Context: an optimization exercise on an open-source flow, tuned for small area. The choices shown serve that exercise and are no tape-out recipe. At most, simulation tests tie the RTL to the original design; equivalence was not proved. Power and IR drop assume default switching activity.

Setup of north:
## mc_core
module mc_core(
	input wire clk,
	input wire rst,
    input wire cmd_valid,
	output wire cmd_ready,
	input wire cmd_first,
	input wire cmd_last,
	input wire cmd_payload_mw,
	input wire cmd_payload_we,
	input wire [25:0] cmd_payload_addr,
	input wire wdata_valid,
	output wire wdata_ready,
	input wire wdata_first,
	input wire wdata_last,
	input wire [255:0] wdata_payload_data,
	input wire [31:0] wdata_payload_we,
	output wire rdata_valid,
	input wire rdata_ready,
	input wire rdata_first,
	input wire rdata_last,
	output wire [255:0] rdata_payload_data,
	input wire cmd_valid_1,
	output wire cmd_ready_1,
	input wire cmd_first_1,
	input wire cmd_last_1,
	input wire cmd_payload_mw_1,
	input wire cmd_payload_we_1,
	input wire [25:0] cmd_payload_addr_1,
	input wire wdata_valid_1,
	output wire wdata_ready_1,
	input wire wdata_first_1,
	input wire wdata_last_1,
	input wire [255:0] wdata_payload_data_1,
	input wire [31:0] wdata_payload_we_1,
	output wire rdata_valid_1,
	input wire rdata_ready_1,
  ...
Size in the first run: ~2000 I/O pins, about 100000 um^2 of cells after synthesis.
Settings: LEC_CHECK=0, CAP_MARGIN=20, CORE_AREA=10 10 710 710, DIE_AREA=0 0 720 720, SLEW_MARGIN=20; clock period 10.0 ns.
run.sh (not shown) runs the stock make flow with config.mk's settings and CLKGATE_MAP_FILE= SYNTH_SCRIPT=/design/flow/synth_recipe.tcl, a recipe that flattens the netlist after the stock synthesis.
north completed every stage of the flow, and the final layout passed the timing, DRC and antenna checks.
Input changes introduced in middle (baseline for comparison: north):
- CORE_AREA removed (was 10 10 710 710)
- ABC_AREA newly set to 1
- CORE_UTILIZATION newly set to 60
- CORE_MARGIN newly set to 2
- DIE_AREA removed (was 0 0 720 720)
==> run summary <==
The flow ended early for middle: it failed with a tool error in 3_2_place_iop. north finished every stage and its layout cleared the timing, DRC and antenna checks. Going from north to middle, the share of synthesized area spent on multiplexers was found to have gone down by 6.1 points. Summary of middle over north: adder-cell share of the synthesized area closely matched the old numbers; floorplan die width decreased by 300 um relative to the old numbers. Diff north -> middle | share of the synthesized area in compound gates (AO/OA/AOI/OAI) | increase of 0.32 points. Gate count after technology mapping: lower on north. middle ended up with a higher post-synthesis instance area than north did.
No functional check of the RTL was part of any run of this note.

* * *

Setup of build 64:
Another version of the RTL of mc_core (not shown whole).
For scale: roughly 6,100 cells after synthesis, about 2,000 I/O pins, about 0.051 mm² of cells after synthesis.
Settings: LEC_CHECK=0, CAP_MARGIN=20, CORE_AREA=10 10 710 710, DIE_AREA=0 0 720 720, SLEW_MARGIN=20; clock period 10.0 ns.
standard.sh (not shown) runs the stock make flow with config.mk's settings and CLKGATE_MAP_FILE= SYNTH_SCRIPT=/design/flow/synth_recipe.tcl, a recipe that flattens the netlist after the stock synthesis.
==> flow/flow/run.sh <==
#!/bin/bash
# Layout flow: the standard synthesis, then an area-oriented re-mapping of
# the combinational logic only (every register instance is kept as the
# standard synthesis made it), then the standard ORFS flow from floorplan on,
# with small port buffers, a lighter clock tree and placement that is not
# timing-driven (timing is repaired after clock-tree synthesis and global
# routing, with a setup margin).
set -euo pipefail
HERE=$(pwd)
R=$HERE/orfs/results/sky130hd/mc_core/base
LIB=$FLOW_HOME/platforms/sky130hd/lib/sky130_fd_sc_hd__tt_025C_1v80.lib

# 1. standard synthesis
bash standard.sh synth > flow_1_synth.log 2>&1

# 2. re-map combinational cells for area
cp $R/1_2_yosys.v $HERE/standard_synth.v
python3 flow/gen_map.py $LIB $HERE/cells_map.v > flow_2_genmap.log 2>&1
DU=$(awk '{printf "-dont_use %s ", $1}' flow/dont_use.txt)
cat > $HERE/remap.ys <<EOT
read_liberty -lib $LIB
read_verilog -sv $HERE/standard_synth.v
hierarchy -top $FLOW_TOP
techmap -map $HERE/cells_map.v
techmap
opt -purge
abc -script $HERE/flow/remap.abc -liberty $LIB $DU
opt_clean -purge
hilomap -singleton -hicell sky130_fd_sc_hd__conb_1 HI -locell sky130_fd_sc_hd__conb_1 LO
splitnets
opt_clean -purge
stat -liberty $LIB
check -assert -mapped
write_verilog -noattr -noexpr -nohex -nodec $HERE/remapped.v
EOT
yosys -l flow_2_remap.log -q -s $HERE/remap.ys > /dev/null 2>&1
cp $HERE/remapped.v $R/1_2_yosys.v
touch $R/1_2_yosys.v

# 3. floorplan to final layout
bash standard.sh \
  'BUFFER_PORTS_ARGS=-buffer_cell sky130_fd_sc_hd__buf_1' \
  'CTS_ARGS=-sink_clustering_enable -repair_clock_nets -dont_use_dummy_load -buf_list sky130_fd_sc_hd__clkbuf_8 -sink_clustering_size 12' \
  'PLACE_DENSITY=0.70' \
  'GPL_TIMING_DRIVEN=0' \
  'SETUP_SLACK_MARGIN=0.3' \
  finish > flow_3_finish.log 2>&1
Other scripts of this flow, unchanged in this note and not shown: flow/flow/dont_use.txt, flow/flow/gen_map.py, flow/flow/remap.abc
Setup changes, build 64 to build 52
Settings: SLEW_MARGIN: 20 -> 40; CAP_MARGIN: 20 -> 40.
-- flow/flow/run.sh --
<<< build 64, line 3
# the combinational logic only (every register instance is kept as the
# standard synthesis made it), then the standard ORFS flow from floorplan on,
# with small port buffers, a lighter clock tree and placement that is not
# timing-driven (timing is repaired after clock-tree synthesis and global
# routing, with a setup margin).
set -euo pipefail
HERE=$(pwd)
>>> build 52, line 3
# the combinational logic only (every register instance is kept as the
# standard synthesis made it), then the standard ORFS flow from floorplan on,
# with small port buffers and a lighter clock tree.
set -euo pipefail
HERE=$(pwd)
<<< build 64, line 28
opt_clean -purge
hilomap -singleton -hicell sky130_fd_sc_hd__conb_1 HI -locell sky130_fd_sc_hd__conb_1 LO
splitnets
opt_clean -purge
>>> build 52, line 26
opt_clean -purge
hilomap -singleton -hicell sky130_fd_sc_hd__conb_1 HI -locell sky130_fd_sc_hd__conb_1 LO
insbuf -buf sky130_fd_sc_hd__buf_4 A X
splitnets
opt_clean -purge
<<< build 64, line 41
bash standard.sh \
  'BUFFER_PORTS_ARGS=-buffer_cell sky130_fd_sc_hd__buf_1' \
  'CTS_ARGS=-sink_clustering_enable -repair_clock_nets -dont_use_dummy_load -buf_list sky130_fd_sc_hd__clkbuf_8 -sink_clustering_size 12' \
  'PLACE_DENSITY=0.70' \
  'GPL_TIMING_DRIVEN=0' \
  'SETUP_SLACK_MARGIN=0.3' \
  finish > flow_3_finish.log 2>&1
>>> build 52, line 40
bash standard.sh \
  'BUFFER_PORTS_ARGS=-buffer_cell sky130_fd_sc_hd__buf_1' \
  'CTS_ARGS=-sink_clustering_enable -repair_clock_nets -dont_use_dummy_load -buf_list sky130_fd_sc_hd__clkbuf_8' \
  finish > flow_3_finish.log 2>&1
### Flow results
Changes observed in build 52 relative to build 64: number of ordinary and repair buffers in the finished layout saw an increase, worst setup slack before clock tree synthesis saw an increase.
Build 64 → build 52: number of gates given a new drive strength after cts has decreased; part of the total power dissipated in combinational logic climbed 2.1 points; first-pass GRT wire length higher; post-route fraction of the period consumed by the critical path now smaller.
Gate count of the mapped netlist on build 52 is up relative to build 64.
Input changes introduced in build 84 (baseline for comparison: build 52):
Settings: swapping 40 for 20 in SLEW_MARGIN; swapping 40 for 20 in CAP_MARGIN.
-- flow/flow/run.sh --
<<< build 52, line 3
# the combinational logic only (every register instance is kept as the
# standard synthesis made it), then the standard ORFS flow from floorplan on,
# with small port buffers and a lighter clock tree.
set -euo pipefail
HERE=$(pwd)
>>> build 84, line 3
# the combinational logic only (every register instance is kept as the
# standard synthesis made it), then the standard ORFS flow from floorplan on,
# with small port buffers, a lighter clock tree and placement that is not
# timing-driven (timing is repaired after clock-tree synthesis and global
# routing, with a setup margin).
set -euo pipefail
HERE=$(pwd)
<<< build 52, line 26
opt_clean -purge
hilomap -singleton -hicell sky130_fd_sc_hd__conb_1 HI -locell sky130_fd_sc_hd__conb_1 LO
insbuf -buf sky130_fd_sc_hd__buf_4 A X
splitnets
opt_clean -purge
>>> build 84, line 28
opt_clean -purge
hilomap -singleton -hicell sky130_fd_sc_hd__conb_1 HI -locell sky130_fd_sc_hd__conb_1 LO
splitnets
opt_clean -purge
<<< build 52, line 41
  'BUFFER_PORTS_ARGS=-buffer_cell sky130_fd_sc_hd__buf_1' \
  'CTS_ARGS=-sink_clustering_enable -repair_clock_nets -dont_use_dummy_load -buf_list sky130_fd_sc_hd__clkbuf_8' \
  finish > flow_3_finish.log 2>&1
>>> build 84, line 42
  'BUFFER_PORTS_ARGS=-buffer_cell sky130_fd_sc_hd__buf_1' \
  'CTS_ARGS=-sink_clustering_enable -repair_clock_nets -dont_use_dummy_load -buf_list sky130_fd_sc_hd__clkbuf_8' \
  'PLACE_DENSITY=0.70' \
  'GPL_TIMING_DRIVEN=0' \
  'SETUP_SLACK_MARGIN=0.3' \
  finish > flow_3_finish.log 2>&1
==> comparison <==
Slowest library cell on the worst path = sky130_fd_sc_hd__nor2b_4: build 52; slowest library cell on the worst path = sky130_fd_sc_hd__xor2_2: build 84. Delta (build 84 minus build 52): final instance count without filler cells down 653; routed via count down 2,497; time the worst path needs with I/O delays and setup up 0.69 ns; utilization after layout down 0.30 points. The final layouts of build 52 and build 84 pass the timing, DRC and antenna checks. Compared with build 52, build 84 shows design area that has gone down by a few percent. Final weighted congestion in routability-driven placement: build 84 > build 52. Start point of the critical path = bm_tRAS_cfg[1]: build 84; start point of the critical path = crb_WRITE_LATENCY_cfg[5]: build 52. When build 84 is measured against build 52, its reported sequential group power turns out 4.3% higher. Overall power of the completed layout (higher): build 52. Multi-input gate share of the layout cell area: build 52 and build 84 compared, lower one is build 52.

## what the ideal ports hide
No port has a modelled driver above. Below, the same layouts with a new extraction and two added sets of constraints.
Step 1 assumes that a clkbuf_16 drives the clock port and a buf_2 every other input.
Step 2 times the ports against the registers' clock, not the clock port: input delays grow and output delays shrink by t, the midpoint of the rising clock arrivals with the driver on.
Three values: ideal ports, drivers, drivers and shift; two values: the first two.
| run | shift t [ns] | setup slack, ns | worst setup path at the end | clock arrival spread, ns | pins driven straight from the clock port |
|---|---|---|---|---|---|
| north | 1.052 | 0.669 / 0.609 / 0.329 | input to register | 0.165 / 0.165 | 1 |
| build 64 | 0.980 | 0.430 / 0.400 / -0.549 | input to register | 0.093 / 0.093 | 1 |
| build 52 | 0.997 | 1.035 / 1.009 / 0.840 | input to register | 0.166 / 0.166 | 1 |
| build 84 | 0.980 | 0.350 / 0.333 / -0.646 | input to register | 0.093 / 0.093 | 1 |
Met with ideal ports but missed after step 2: setup timing in build 64 and build 84. For build 84, which loses most, drivers alone change the setup slack by -0.017 ns; drivers and shift together by -0.996 ns.
